This is an optimization exercise on Yosys and OpenROAD, whose aim is small area, a short achievable clock period and few clock cycles per item, not a production implementation.
At most, simulation tests tie the RTL to the original design; equivalence was not proved.

Setup of build 32:
## mult_controller
module mult_controller #(
    parameter integer WIDTH = 32
)
(
    input logic clk,
    input logic rst_n,
    input logic start,
    input logic signed [WIDTH - 1: 0] multiplicand,
    input logic signed [WIDTH - 1: 0] multiplier,
    output logic signed [2 * WIDTH - 1: 0] product,
    output logic done
);
make LEC_CHECK=0 CAP_MARGIN=20 CORE_MARGIN=2 CORE_UTILIZATION=40 SETUP_SLACK_MARGIN=1.5 SLEW_MARGIN=20 finish   # period 4.5 ns
run.sh (not shown) runs the stock make flow with config.mk's settings and CLKGATE_MAP_FILE= SYNTH_SCRIPT=/design/flow/synth_recipe.tcl, a recipe that flattens the netlist after the stock synthesis.
Build 32 | stages: all done | timing, DRC, antenna: all pass
[inputs] build 20 vs build 32
-- flow/config.mk --
<<< build 32, line 9
export CORE_MARGIN = 2
export CORE_UTILIZATION = 40
export SETUP_SLACK_MARGIN = 1.5
export SLEW_MARGIN = 20
>>> build 20, line 9
export CORE_MARGIN = 2
export CORE_UTILIZATION = 40
export SETUP_SLACK_MARGIN = 2.0
export SLEW_MARGIN = 20
Results
- Timing, DRC, antenna: 0 failures across build 20 and build 32
- Total setup buffers inserted after CTS (build 20 over build 32): increase, 25
- Between build 32 and build 20, the worst hold slack figures differ only marginally.
Relative to build 20, the following input files were edited for build 80:
-- flow/config.mk --
<<< build 20, line 9
export CORE_MARGIN = 2
export CORE_UTILIZATION = 40
export SETUP_SLACK_MARGIN = 2.0
export SLEW_MARGIN = 20
>>> build 80, line 9
export CORE_MARGIN = 2
export CORE_UTILIZATION = 40
export SLEW_MARGIN = 20
--- outcome ---
Build 80 finished all stages; the layout is clean. Higher utilization among build 20 and build 80: build 20. Build 80 vs. build 20: half-perimeter wire length of the detailed placement result decreased by about 3.2% relative to the old numbers, multi-input combinational gate total closely matched the old numbers, area after synthesis closely matched the old numbers. Going from build 20 to build 80, number of sequential cells in the layout level, global-route wire length before repair moved down, fraction of area in registers moved up. Build 80 vs build 20, worst setup slack before clock tree synthesis went down by 0.19 ns. Of build 80 and build 20, it is build 80 that has the lower number of detailed-routing iterations run before antenna repair. Taking build 20 as the reference, in build 80 worst setup margin saw a decrease, detailed-routing wirelength on met1 decreased 1.7 mm.
The inputs of build 48 differ from those of build 80 as listed below.
-- flow/config.mk --
<<< build 80, line 9
export CORE_MARGIN = 2
export CORE_UTILIZATION = 40
export SLEW_MARGIN = 20
>>> build 48, line 9
export CORE_MARGIN = 2
export CORE_UTILIZATION = 40
export SETUP_SLACK_MARGIN = 1.0
export SLEW_MARGIN = 20
### Flow results
Changes observed in build 48 relative to build 80: sequential share of layout area decreased 0.19 points, utilization after layout increased by 0.30 points relative to the old numbers.
Delta (build 48 minus build 80): fmax now sits higher.
[build 48 vs build 80] shortest clock period the worst path allows after layout: lower in build 48
Looking at build 80 and build 48, the clock-cell share of area is a wash.
Build 48 against build 80: global-route usage roughly the same; count of buffer and inverter cells on the critical path decreased by 2 relative to the old numbers; final cycle utilization of the critical path down 6.5 points.
Looking at build 80 and build 48, the worst hold slack is a wash.
No run of this note included a check of the RTL's function; only the layout flow was run.

* * *

Another version of the RTL of mult_controller (not shown whole).
Size in the first run: roughly 150 flip-flops, ~130 I/O pins.
## mult_controller
module mult_controller #(
    parameter integer WIDTH = 32
)
(
    input logic clk,
    input logic rst_n,
    input logic start,
    input logic signed [WIDTH - 1: 0] multiplicand,
    input logic signed [WIDTH - 1: 0] multiplier,
    output logic signed [2 * WIDTH - 1: 0] product,
    output logic done
);
clock: 4.5 ns
lec_check: 0
cap_margin: 20
core_margin: 2
core_utilization: 40
setup_slack_margin: 1.5
slew_margin: 20
buffer_ports_args: -buffer_cell sky130_fd_sc_hd__buf_1
standard.sh (not shown) runs the stock make flow with config.mk's settings and CLKGATE_MAP_FILE= SYNTH_SCRIPT=/design/flow/synth_recipe.tcl, a recipe that flattens the netlist after the stock synthesis.
==> flow/flow/run.sh <==
#!/bin/bash
# The standard layout, except that the port buffers are plain buffers
# (sky130_fd_sc_hd__buf_1, which timing repair may resize) instead of the
# delay cells buffer_ports picks by default.
set -euo pipefail
echo 'export BUFFER_PORTS_ARGS = -buffer_cell sky130_fd_sc_hd__buf_1' >> config.mk
bash standard.sh > standard.log 2>&1
The starting point completed with no timing, DRC or antenna violations.
Testbench counts at the start, summed over its fixed seeds: cycles 8,008, items 1,600.
Next try:
==> flow/run.sh (new file) <==
#!/bin/bash
# synth_recipe.tcl (not shown) runs the flow's synth.tcl, then flattens the netlist and writes it again
# the make line also repeats each setting of config.mk as NAME=value (left out here)
make -C /OpenROAD-flow-scripts/flow DESIGN_CONFIG=/design/flow/config.mk WORK_HOME=/design/flow/orfs CLKGATE_MAP_FILE= SYNTH_SCRIPT=/design/flow/synth_recipe.tcl finish
- BUFFER_PORTS_ARGS: -buffer_cell sky130_fd_sc_hd__buf_1 -> unset
- CORE_UTILIZATION: 40 -> 60
- SETUP_SLACK_MARGIN: 1.5 -> 1.0
removed: flow/flow/run.sh
removed: flow/standard.sh
Outcome: The new run finished clean; final cell count came out lower by 8.0%; global-route usage came out higher by 8.7 points; sequential share of layout area came out higher by 0.69 points; setup slack loses 140 ps; cell area came out lower by 3.1%; register-to-register slack loses 140 ps.
Next try:
- CORE_UTILIZATION: 60 -> 40
Effect:
- The new run finished with timing, DRC and antenna clean
- hold slack got worse by 22 ps
- area after synthesis stays the same
- cell count rose by 6.7%
- core utilization fell by 25 points
- design area rose by 2.0%
- setup slack improved by 40 ps
- routed wire length rose by 5.2%
- die area rose by 49%
- flip-flop and latch count is unchanged
Next try:
==> flow/flow/run.sh (new file) <==
#!/bin/bash
# The standard layout, except that the port buffers are plain buffers
# (sky130_fd_sc_hd__buf_1, which timing repair may resize) instead of the
# delay cells buffer_ports picks by default.
set -euo pipefail
echo 'export BUFFER_PORTS_ARGS = -buffer_cell sky130_fd_sc_hd__buf_1' >> config.mk
bash standard.sh > standard.log 2>&1
==> flow/standard.sh (new file) <==
#!/bin/bash
# synth_recipe.tcl (not shown) runs the flow's synth.tcl, then flattens the netlist and writes it again
# the make line also repeats each setting of config.mk as NAME=value (left out here)
make -C /OpenROAD-flow-scripts/flow DESIGN_CONFIG=/design/flow/config.mk WORK_HOME=/design/flow/orfs CLKGATE_MAP_FILE= SYNTH_SCRIPT=/design/flow/synth_recipe.tcl "${@:-finish}"
- BUFFER_PORTS_ARGS: unset -> -buffer_cell sky130_fd_sc_hd__buf_1
- CORE_UTILIZATION: 40 -> 55
removed: flow/run.sh
Result:
- The new run ran to the end with no violations
- worst setup slack gets better by 19 ps
- count of clock-buffer cells in the layout decreases by 5

## what the ideal ports hide
No port has a modelled driver above. Below, the same layouts with a new extraction and two added sets of constraints.
Step 1 (the two cells are an assumption about what drives the block):
set clk [get_ports {clk}]
set_driving_cell -lib_cell sky130_fd_sc_hd__clkbuf_16 $clk
set_driving_cell -lib_cell sky130_fd_sc_hd__buf_2 [delete_from_list [all_inputs] $clk]
Step 2 moves the port delays by t, midway between the first and last clock arrival at a register: inputs arrive t later, outputs are due t later. That takes back most of the time a late clock gives input paths.
Three values: no drivers, after step 1, after step 2; two values: the first two.
run	t (ns)	setup slack, ns	worst setup path after step 2	latest minus earliest clock arrival (ns)	worst register clock-pin slew, ns
build 32	0.473	1.276 / 1.276 / 1.094	input to register	0.013 / 0.012	0.07 / 0.07
build 20	0.461	1.341 / 1.341 / 1.341	register to register	0.008 / 0.008	0.06 / 0.06
build 80	0.475	0.835 / 0.835 / 0.687	input to register	0.013 / 0.013	0.08 / 0.08
build 48	0.475	1.128 / 1.128 / 0.972	input to register	0.012 / 0.012	0.07 / 0.07
the first run of note 2	0.486	1.097 / 1.097 / 0.692	input to register	0.014 / 0.013	0.07 / 0.07
the second run of note 2	0.478	0.958 / 0.958 / 0.585	input to register	0.014 / 0.014	0.07 / 0.07
the third run of note 2	0.464	0.998 / 1.014 / 0.551	input to register	0.009 / 0.009	0.06 / 0.06
the fourth run of note 2	0.464	1.018 / 1.018 / 0.653	input to register	0.016 / 0.015	0.08 / 0.08
After both steps setup and hold are still met in every run listed. The setup slack of the third run of note 2, which loses most, moves by +0.016 ns with the drivers and by -0.447 ns with both steps.
